Context: an optimization exercise on an open-source flow, tuned for small area. The choices shown serve that exercise and are no tape-out recipe.
Only simulation tests tie the RTL to the original design; equivalence was not proved.
Power figures rest on the tool's default switching activity, not on a simulated workload.

==> tundra: inputs <==
==> flow/design.v (excerpt) <==
module Calculator (
    input clk,
    input rst,
    input [1:0] InpNum,
    input InpSign,
    input [1:0] OP,
    output [6:0] InpSeg,
    output [6:0] ResSegUnits,
    output [6:0] ResSegTens,
    output [6:0] ResSegHundreds,
    output [6:0] SignSeg,
    output [6:0] ResSignSeg,
    output reg ZeroFlag,
    output SignFlag,
    output reg zeroResult
);
clock: 20.0 ns
lec_check: 0
cap_margin: 20
core_margin: 2
core_utilization: 25
cts_buf_list: sky130_fd_sc_hd__clkbuf_4
slew_margin: 20
standard.sh (not shown) runs the stock make flow with config.mk's settings and CLKGATE_MAP_FILE= SYNTH_SCRIPT=/design/flow/synth_recipe.tcl, a recipe that flattens the netlist after the stock synthesis.
==> flow/flow/run.sh <==
#!/bin/bash
# Own layout flow: the standard synthesis, then an area-oriented re-mapping of the
# combinational logic (registers and tie cells kept as the standard synthesis made them),
# then the standard layout with the smallest buffer on each port, and one tie cell per
# constant value instead of one per constant output.
set -uo pipefail
W=$(pwd)
R=$W/orfs/results/$FLOW_PLATFORM/Calculator/base
LIB=$FLOW_HOME/platforms/$FLOW_PLATFORM/lib/sky130_fd_sc_hd__tt_025C_1v80.lib
bash standard.sh synth > $W/log_standard_synth.txt 2>&1 || exit 1
cp $R/1_2_yosys.v $W/std_1_2_yosys.v
# candidate ABC scripts for the re-mapping; the smallest result that completes is used
# (mfs3 sometimes stops on an internal assertion, so several seeds and a plain one are tried)
S1='dch -f\namap -F 5 -A 4\ntopo\nmfs3 -ae\ntopo'
S2='dch -f\namap -F 5 -A 4\ntopo\nmfs3 -a\ntopo'
S3='dch -f\namap -F 10 -A 10\ntopo\nmfs3 -a\ntopo'
S4='dch -f\namap -F 5 -A 4\ntopo'
S5='dch -f\nmap -a\ntopo\nmfs3 -a\ntopo'
S6='dch -f\nmap -a\ntopo'
# each mapping script with the default &deepsyn seed, and the first one with a few more seeds
N=0
for ks in 1:0 2:0 3:0 4:0 5:0 6:0 1:5 1:17 1:29 1:41 1:53 1:67; do
  N=$((N+1))
  k=${ks%%:*}; sd=${ks##*:}
  eval "m=\$S$k"
  printf 'strash\n&get -n\n&deepsyn -T 30 -S %d\n&put\n%b\n' $sd "$m" > $W/remap$N.abc
done
run_one() {
local i=$1
cat > $W/remap$i.ys <<EOY
read_liberty -ignore_miss_func $LIB
read_verilog $W/std_1_2_yosys.v
hierarchy -top $FLOW_TOP
blackbox sky130_fd_sc_hd__*df* sky130_fd_sc_hd__conb_1
flatten
hierarchy -top $FLOW_TOP
opt_clean
abc -liberty $LIB -script $W/remap$i.abc -dont_use sky130_fd_sc_hd__probe* -dont_use sky130_fd_sc_hd__lpflow*
opt_clean
tee -o $W/remap$i.stat stat -liberty $LIB
hilomap -singleton -hicell sky130_fd_sc_hd__conb_1 HI -locell sky130_fd_sc_hd__conb_1 LO
insbuf -buf sky130_fd_sc_hd__buf_1 A X
splitnets
opt_clean -purge
write_verilog -noattr -nohex -nodec $W/remap$i.v
EOY
yosys -s $W/remap$i.ys > $W/log_remap${i}_yosys.txt 2>&1
}
for i in $(seq 1 $N); do
  run_one $i &
  if [ $((i % 4)) = 0 ]; then wait; fi
done
wait
best=""; besta=""
for i in $(seq 1 $N); do
  if [ -s $W/remap$i.v ] && [ -s $W/remap$i.stat ] && ! grep -q "ERROR" $W/log_remap${i}_yosys.txt; then
    a=$(awk '/Chip area/{print $NF}' $W/remap$i.stat)
    echo "remap $i: area $a" >> $W/log_remap_choice.txt
    if [ -z "$best" ] || awk "BEGIN{exit !($a < $besta)}"; then best=$i; besta=$a; fi
  else
    echo "remap $i: failed" >> $W/log_remap_choice.txt
  fi
done
if [ -n "$best" ]; then
  echo "using remap $best" >> $W/log_remap_choice.txt
  cp $W/remap$best.v $R/1_2_yosys.v
  touch $R/1_2_yosys.v
fi
bash standard.sh 'BUFFER_PORTS_ARGS=-buffer_cell sky130_fd_sc_hd__buf_1' SKIP_REPAIR_TIE_FANOUT=1 finish > $W/log_standard_finish.txt 2>&1
==> lagoon: changes against tundra <==
--- a/flow/flow/run.sh
+++ b/flow/flow/run.sh
@@ -19,12 +19,8 @@
 S6='dch -f\nmap -a\ntopo'
-# each mapping script with the default &deepsyn seed, and the first one with a few more seeds
-N=0
-for ks in 1:0 2:0 3:0 4:0 5:0 6:0 1:5 1:17 1:29 1:41 1:53 1:67; do
-  N=$((N+1))
-  k=${ks%%:*}; sd=${ks##*:}
-  eval "m=\$S$k"
-  printf 'strash\n&get -n\n&deepsyn -T 30 -S %d\n&put\n%b\n' $sd "$m" > $W/remap$N.abc
+for i in 1 2 3 4 5 6; do
+  eval "m=\$S$i"
+  printf 'strash\n&get -n\n&deepsyn -T 20\n&put\n%b\n' "$m" > $W/remap$i.abc
 done
-run_one() {
-local i=$1
+best=""; besta=""
+for i in 1 2 3 4 5 6; do
 cat > $W/remap$i.ys <<EOY
@@ -46,12 +42,3 @@
 EOY
-yosys -s $W/remap$i.ys > $W/log_remap${i}_yosys.txt 2>&1
-}
-for i in $(seq 1 $N); do
-  run_one $i &
-  if [ $((i % 4)) = 0 ]; then wait; fi
-done
-wait
-best=""; besta=""
-for i in $(seq 1 $N); do
-  if [ -s $W/remap$i.v ] && [ -s $W/remap$i.stat ] && ! grep -q "ERROR" $W/log_remap${i}_yosys.txt; then
+  if yosys -s $W/remap$i.ys > $W/log_remap${i}_yosys.txt 2>&1 && [ -s $W/remap$i.v ]; then
     a=$(awk '/Chip area/{print $NF}' $W/remap$i.stat)
- CTS_BUF_LIST: sky130_fd_sc_hd__clkbuf_4 -> sky130_fd_sc_hd__clkbuf_4 sky130_fd_sc_hd__clkbuf_8
==> comparison table <==
item                                                          lagoon      tundra
Worst-case clock skew                                        9.94 ps     22.3 ps
Power drawn by the combinational cells                     0.0739 mW   0.0738 mW
Run status                                  timing/DRC/antenna clean  timing/DRC/antenna clean
Number of global-route vias before repair                       1580        1579
Power attributed to the clock group                        0.0253 mW   0.0186 mW
Share of the clock period used by the worst path               45.5%       45.4%
Worst Min Path Start                                            c[2]        c[0]
Sequential share of cell area                                  20.7%       21.0%
DRC marker count from the first detailed-route iteration         210         201
Final Critical Period                                        9100 ps     9080 ps
Hold endpoint                                                   c[0]        c[1]
Internal portion of total power                            0.0749 mW   0.0685 mW
Area growth from synthesis to layout                           14.4%       13.1%
Global routing usage on met1                                   19.4%       19.2%
Post-Route Utilization                                         29.7%       29.3%
Clock-cell share                                               2.74%       1.62%
Slew at the pin with the worst max-slew slack                 629 ps      615 ps
Routed via count divided by cell count                          5.14        5.17
Multi-input gate share of total cell area                      55.1%       55.7%
Worst Hold Margin                                             459 ps      448 ps
Post-route total power                                      0.145 mW    0.138 mW
Tightest slew margin relative to the limit                     57.7%       58.6%
Worst supply voltage drop on vdd                           0.0309 mV   0.0265 mV
Combinational group share of total power                       51.1%       53.6%
Layout fillers                                                   653         655

==> juniper <==
Starting RTL as in the previous note.
Settings: LEC_CHECK=0, CAP_MARGIN=20, CORE_MARGIN=2, CORE_UTILIZATION=25, SLEW_MARGIN=20; clock period 20.0 ns.
==> flow/flow/run.sh <==
#!/bin/bash
# Own layout flow: the standard synthesis, then an area-oriented re-mapping of the
# combinational logic (registers and tie cells kept as the standard synthesis made them),
# then the standard layout with the smallest buffer on each port.
set -euo pipefail
W=$(pwd)
R=$W/orfs/results/$FLOW_PLATFORM/Calculator/base
LIB=$FLOW_HOME/platforms/$FLOW_PLATFORM/lib/sky130_fd_sc_hd__tt_025C_1v80.lib
bash standard.sh synth > $W/log_standard_synth.txt 2>&1
cp $R/1_2_yosys.v $W/std_1_2_yosys.v
cat > $W/remap.abc <<EOA
strash
&get -n
&deepsyn -T 60
&put
dch -f
map -a
topo
EOA
cat > $W/remap.ys <<EOY
read_liberty -ignore_miss_func $LIB
read_verilog $W/std_1_2_yosys.v
hierarchy -top $FLOW_TOP
blackbox sky130_fd_sc_hd__*df* sky130_fd_sc_hd__*dl* sky130_fd_sc_hd__conb_1
flatten
hierarchy -top $FLOW_TOP
opt_clean
abc -liberty $LIB -script $W/remap.abc -dont_use sky130_fd_sc_hd__probe* -dont_use sky130_fd_sc_hd__lpflow*
opt_clean
hilomap -singleton -hicell sky130_fd_sc_hd__conb_1 HI -locell sky130_fd_sc_hd__conb_1 LO
insbuf -buf sky130_fd_sc_hd__buf_4 A X
splitnets
opt_clean -purge
stat -liberty $LIB
write_verilog -noattr -nohex -nodec $R/1_2_yosys.v
EOY
yosys -s $W/remap.ys > $W/log_remap_yosys.txt 2>&1
touch $R/1_2_yosys.v
bash standard.sh 'BUFFER_PORTS_ARGS=-buffer_cell sky130_fd_sc_hd__buf_1' SKIP_REPAIR_TIE_FANOUT=1 finish > $W/log_standard_finish.txt 2>&1
==> inputs of indigo, as changes to juniper <==
==> flow/flow/run.sh (replaced) <==
#!/bin/bash
# Own layout flow: the standard synthesis, then an area-oriented re-mapping of the
# combinational logic (registers and tie cells kept as the standard synthesis made them),
# then the standard layout with the smallest buffer on each port, and one tie cell per
# constant value instead of one per constant output.
set -uo pipefail
W=$(pwd)
R=$W/orfs/results/$FLOW_PLATFORM/Calculator/base
LIB=$FLOW_HOME/platforms/$FLOW_PLATFORM/lib/sky130_fd_sc_hd__tt_025C_1v80.lib
bash standard.sh synth > $W/log_standard_synth.txt 2>&1 || exit 1
cp $R/1_2_yosys.v $W/std_1_2_yosys.v
# candidate ABC scripts for the re-mapping; the smallest result that completes is used
# (mfs3 sometimes stops on an internal assertion, so several seeds and a plain one are tried)
S1='dch -f\namap -F 5 -A 4\ntopo\nmfs3 -ae\ntopo'
S2='dch -f\namap -F 5 -A 4\ntopo\nmfs3 -a\ntopo'
S3='dch -f\namap -F 10 -A 10\ntopo\nmfs3 -a\ntopo'
S4='dch -f\namap -F 5 -A 4\ntopo'
S5='dch -f\nmap -a\ntopo\nmfs3 -a\ntopo'
S6='dch -f\nmap -a\ntopo'
# each mapping script with the default &deepsyn seed, and the first one with a few more seeds
N=0
for ks in 1:0 2:0 3:0 4:0 5:0 6:0 1:5 1:17 1:29 1:41 1:53 1:67; do
  N=$((N+1))
  k=${ks%%:*}; sd=${ks##*:}
  eval "m=\$S$k"
  printf 'strash\n&get -n\n&deepsyn -T 20 -S %d\n&put\n%b\n' $sd "$m" > $W/remap$N.abc
done
run_one() {
local i=$1
cat > $W/remap$i.ys <<EOY
read_liberty -ignore_miss_func $LIB
read_verilog $W/std_1_2_yosys.v
hierarchy -top $FLOW_TOP
blackbox sky130_fd_sc_hd__*df* sky130_fd_sc_hd__conb_1
flatten
hierarchy -top $FLOW_TOP
opt_clean
abc -liberty $LIB -script $W/remap$i.abc -dont_use sky130_fd_sc_hd__probe* -dont_use sky130_fd_sc_hd__lpflow*
opt_clean
tee -o $W/remap$i.stat stat -liberty $LIB
hilomap -singleton -hicell sky130_fd_sc_hd__conb_1 HI -locell sky130_fd_sc_hd__conb_1 LO
insbuf -buf sky130_fd_sc_hd__buf_1 A X
splitnets
opt_clean -purge
write_verilog -noattr -nohex -nodec $W/remap$i.v
EOY
yosys -s $W/remap$i.ys > $W/log_remap${i}_yosys.txt 2>&1
}
for i in $(seq 1 $N); do
  run_one $i &
  if [ $((i % 4)) = 0 ]; then wait; fi
done
wait
best=""; besta=""
for i in $(seq 1 $N); do
  if [ -s $W/remap$i.v ] && [ -s $W/remap$i.stat ] && ! grep -q "ERROR" $W/log_remap${i}_yosys.txt; then
    a=$(awk '/Chip area/{print $NF}' $W/remap$i.stat)
    echo "remap $i: area $a" >> $W/log_remap_choice.txt
    if [ -z "$best" ] || awk "BEGIN{exit !($a < $besta)}"; then best=$i; besta=$a; fi
  else
    echo "remap $i: failed" >> $W/log_remap_choice.txt
  fi
done
if [ -n "$best" ]; then
  echo "using remap $best" >> $W/log_remap_choice.txt
  cp $W/remap$best.v $R/1_2_yosys.v
  touch $R/1_2_yosys.v
fi
bash standard.sh 'BUFFER_PORTS_ARGS=-buffer_cell sky130_fd_sc_hd__buf_1' SKIP_REPAIR_TIE_FANOUT=1 finish > $W/log_standard_finish.txt 2>&1
--- a/flow/config.mk
+++ b/flow/config.mk
@@ -10,2 +10,4 @@
 export CORE_UTILIZATION = 25
+export CTS_BUF_LIST = sky130_fd_sc_hd__clkbuf_4
+export CTS_CLUSTER_SIZE = 6
 export SLEW_MARGIN = 20
==> inputs of xenon, as changes to juniper <==
==> flow/flow/run.sh (replaced) <==
#!/bin/bash
# Own layout flow: the standard synthesis, then an area-oriented re-mapping of the
# combinational logic (registers and tie cells kept as the standard synthesis made them),
# then the standard layout with the smallest buffer on each port, and one tie cell per
# constant value instead of one per constant output.
set -uo pipefail
W=$(pwd)
R=$W/orfs/results/$FLOW_PLATFORM/Calculator/base
LIB=$FLOW_HOME/platforms/$FLOW_PLATFORM/lib/sky130_fd_sc_hd__tt_025C_1v80.lib
bash standard.sh synth > $W/log_standard_synth.txt 2>&1 || exit 1
cp $R/1_2_yosys.v $W/std_1_2_yosys.v
# candidate ABC scripts for the re-mapping; the smallest result that completes is used
# (mfs3 sometimes stops on an internal assertion, so several seeds and a plain one are tried)
S1='dch -f\namap -F 5 -A 4\ntopo\nmfs3 -ae\ntopo'
S2='dch -f\namap -F 5 -A 4\ntopo\nmfs3 -a\ntopo'
S3='dch -f\namap -F 10 -A 10\ntopo\nmfs3 -a\ntopo'
S4='dch -f\namap -F 5 -A 4\ntopo'
S5='dch -f\nmap -a\ntopo\nmfs3 -a\ntopo'
S6='dch -f\nmap -a\ntopo'
# each mapping script with the default &deepsyn seed, and the first one with a few more seeds
N=0
for ks in 1:0 2:0 3:0 4:0 5:0 6:0 1:5 1:17 1:29 1:41 1:53 1:67; do
  N=$((N+1))
  k=${ks%%:*}; sd=${ks##*:}
  eval "m=\$S$k"
  printf 'strash\n&get -n\n&deepsyn -T 30 -S %d\n&put\n%b\n' $sd "$m" > $W/remap$N.abc
done
run_one() {
local i=$1
cat > $W/remap$i.ys <<EOY
read_liberty -ignore_miss_func $LIB
read_verilog $W/std_1_2_yosys.v
hierarchy -top $FLOW_TOP
blackbox sky130_fd_sc_hd__*df* sky130_fd_sc_hd__conb_1
flatten
hierarchy -top $FLOW_TOP
opt_clean
abc -liberty $LIB -script $W/remap$i.abc -dont_use sky130_fd_sc_hd__probe* -dont_use sky130_fd_sc_hd__lpflow*
opt_clean
tee -o $W/remap$i.stat stat -liberty $LIB
hilomap -singleton -hicell sky130_fd_sc_hd__conb_1 HI -locell sky130_fd_sc_hd__conb_1 LO
insbuf -buf sky130_fd_sc_hd__buf_1 A X
splitnets
opt_clean -purge
write_verilog -noattr -nohex -nodec $W/remap$i.v
EOY
yosys -s $W/remap$i.ys > $W/log_remap${i}_yosys.txt 2>&1
}
for i in $(seq 1 $N); do
  run_one $i &
  if [ $((i % 4)) = 0 ]; then wait; fi
done
wait
best=""; besta=""
for i in $(seq 1 $N); do
  if [ -s $W/remap$i.v ] && [ -s $W/remap$i.stat ] && ! grep -q "ERROR" $W/log_remap${i}_yosys.txt; then
    a=$(awk '/Chip area/{print $NF}' $W/remap$i.stat)
    echo "remap $i: area $a" >> $W/log_remap_choice.txt
    if [ -z "$best" ] || awk "BEGIN{exit !($a < $besta)}"; then best=$i; besta=$a; fi
  else
    echo "remap $i: failed" >> $W/log_remap_choice.txt
  fi
done
if [ -n "$best" ]; then
  echo "using remap $best" >> $W/log_remap_choice.txt
  cp $W/remap$best.v $R/1_2_yosys.v
  touch $R/1_2_yosys.v
fi
bash standard.sh 'BUFFER_PORTS_ARGS=-buffer_cell sky130_fd_sc_hd__buf_1' SKIP_REPAIR_TIE_FANOUT=1 finish > $W/log_standard_finish.txt 2>&1
--- a/flow/config.mk
+++ b/flow/config.mk
@@ -9,3 +9,5 @@
 export CORE_MARGIN = 2
-export CORE_UTILIZATION = 25
+export CORE_UTILIZATION = 30
+export CTS_BUF_LIST = sky130_fd_sc_hd__clkbuf_4
+export PLACE_DENSITY = 0.75
 export SLEW_MARGIN = 20
==> comparison table <==
Data arrival time at the worst-slack endpoint: juniper 5.17 ns; xenon 4.87 ns; indigo 5.11 ns
Met2 Use GR: juniper 0.254; xenon 0.255; indigo 0.238
Die extent in x: juniper 83.3 um; xenon 73.2 um; indigo 80.6 um
Internal Power: juniper 0.0809 mW; xenon 0.0704 mW; indigo 0.0960 mW
Via Count: juniper 1803; xenon 1805; indigo 1786
Seq area share: juniper 0.199; xenon 0.212; indigo 0.205
Wire length of the first global-routing pass: juniper 8050 um; xenon 6910 um; indigo 7320 um
Combinational cell fraction of total power: juniper 0.553; xenon 0.528; indigo 0.641
Synthesized Nets: juniper 275; xenon 249; indigo 250
Fillers: juniper 693; xenon 520; indigo 625
Wire length on met1: juniper 2070 um; xenon 1970 um; indigo 2070 um
Share of power burned in the clock network: juniper 0.161; xenon 0.144; indigo 0.083
Number of well-tap cells placed: juniper 75; xenon 54; indigo 72
Run status: juniper timing/DRC/antenna clean; xenon timing/DRC/antenna clean; indigo timing/DRC/antenna clean

[re-timing with driven ports]
The results above use ideal ports. As a check the final layouts listed here were re-extracted and re-timed, cells and wires unchanged.
Step 1 assumes that a clkbuf_16 drives the clock port and a buf_2 every other input.
Step 2, shift: input delay + t, output delay - t, t = (earliest + latest rising clock arrival at the registers) / 2. This alone moves slack from input paths to output paths.
Three values: ideal ports, drivers, drivers and shift; two values: the first two.
| run | t, ns | slack for setup (ns) | latest minus earliest clock arrival (ns) | worst register clock-pin slew, ns |
|---|---|---|---|---|
| tundra | 0.309 | 10.923 / 10.900 / 10.900 | 0.023 / 0.022 | 0.12 / 0.12 |
| lagoon | 0.270 | 10.902 / 10.880 / 10.880 | 0.010 / 0.010 | 0.07 / 0.07 |
| juniper | 0.286 | 10.826 / 10.804 / 10.804 | 0.004 / 0.004 | 0.08 / 0.08 |
| indigo | 0.317 | 10.892 / 10.869 / 10.869 | 0.005 / 0.005 | 0.09 / 0.09 |
| xenon | 0.309 | 11.135 / 11.113 / 11.113 | 0.023 / 0.023 | 0.11 / 0.11 |
After both steps setup and hold are still met in every run listed.
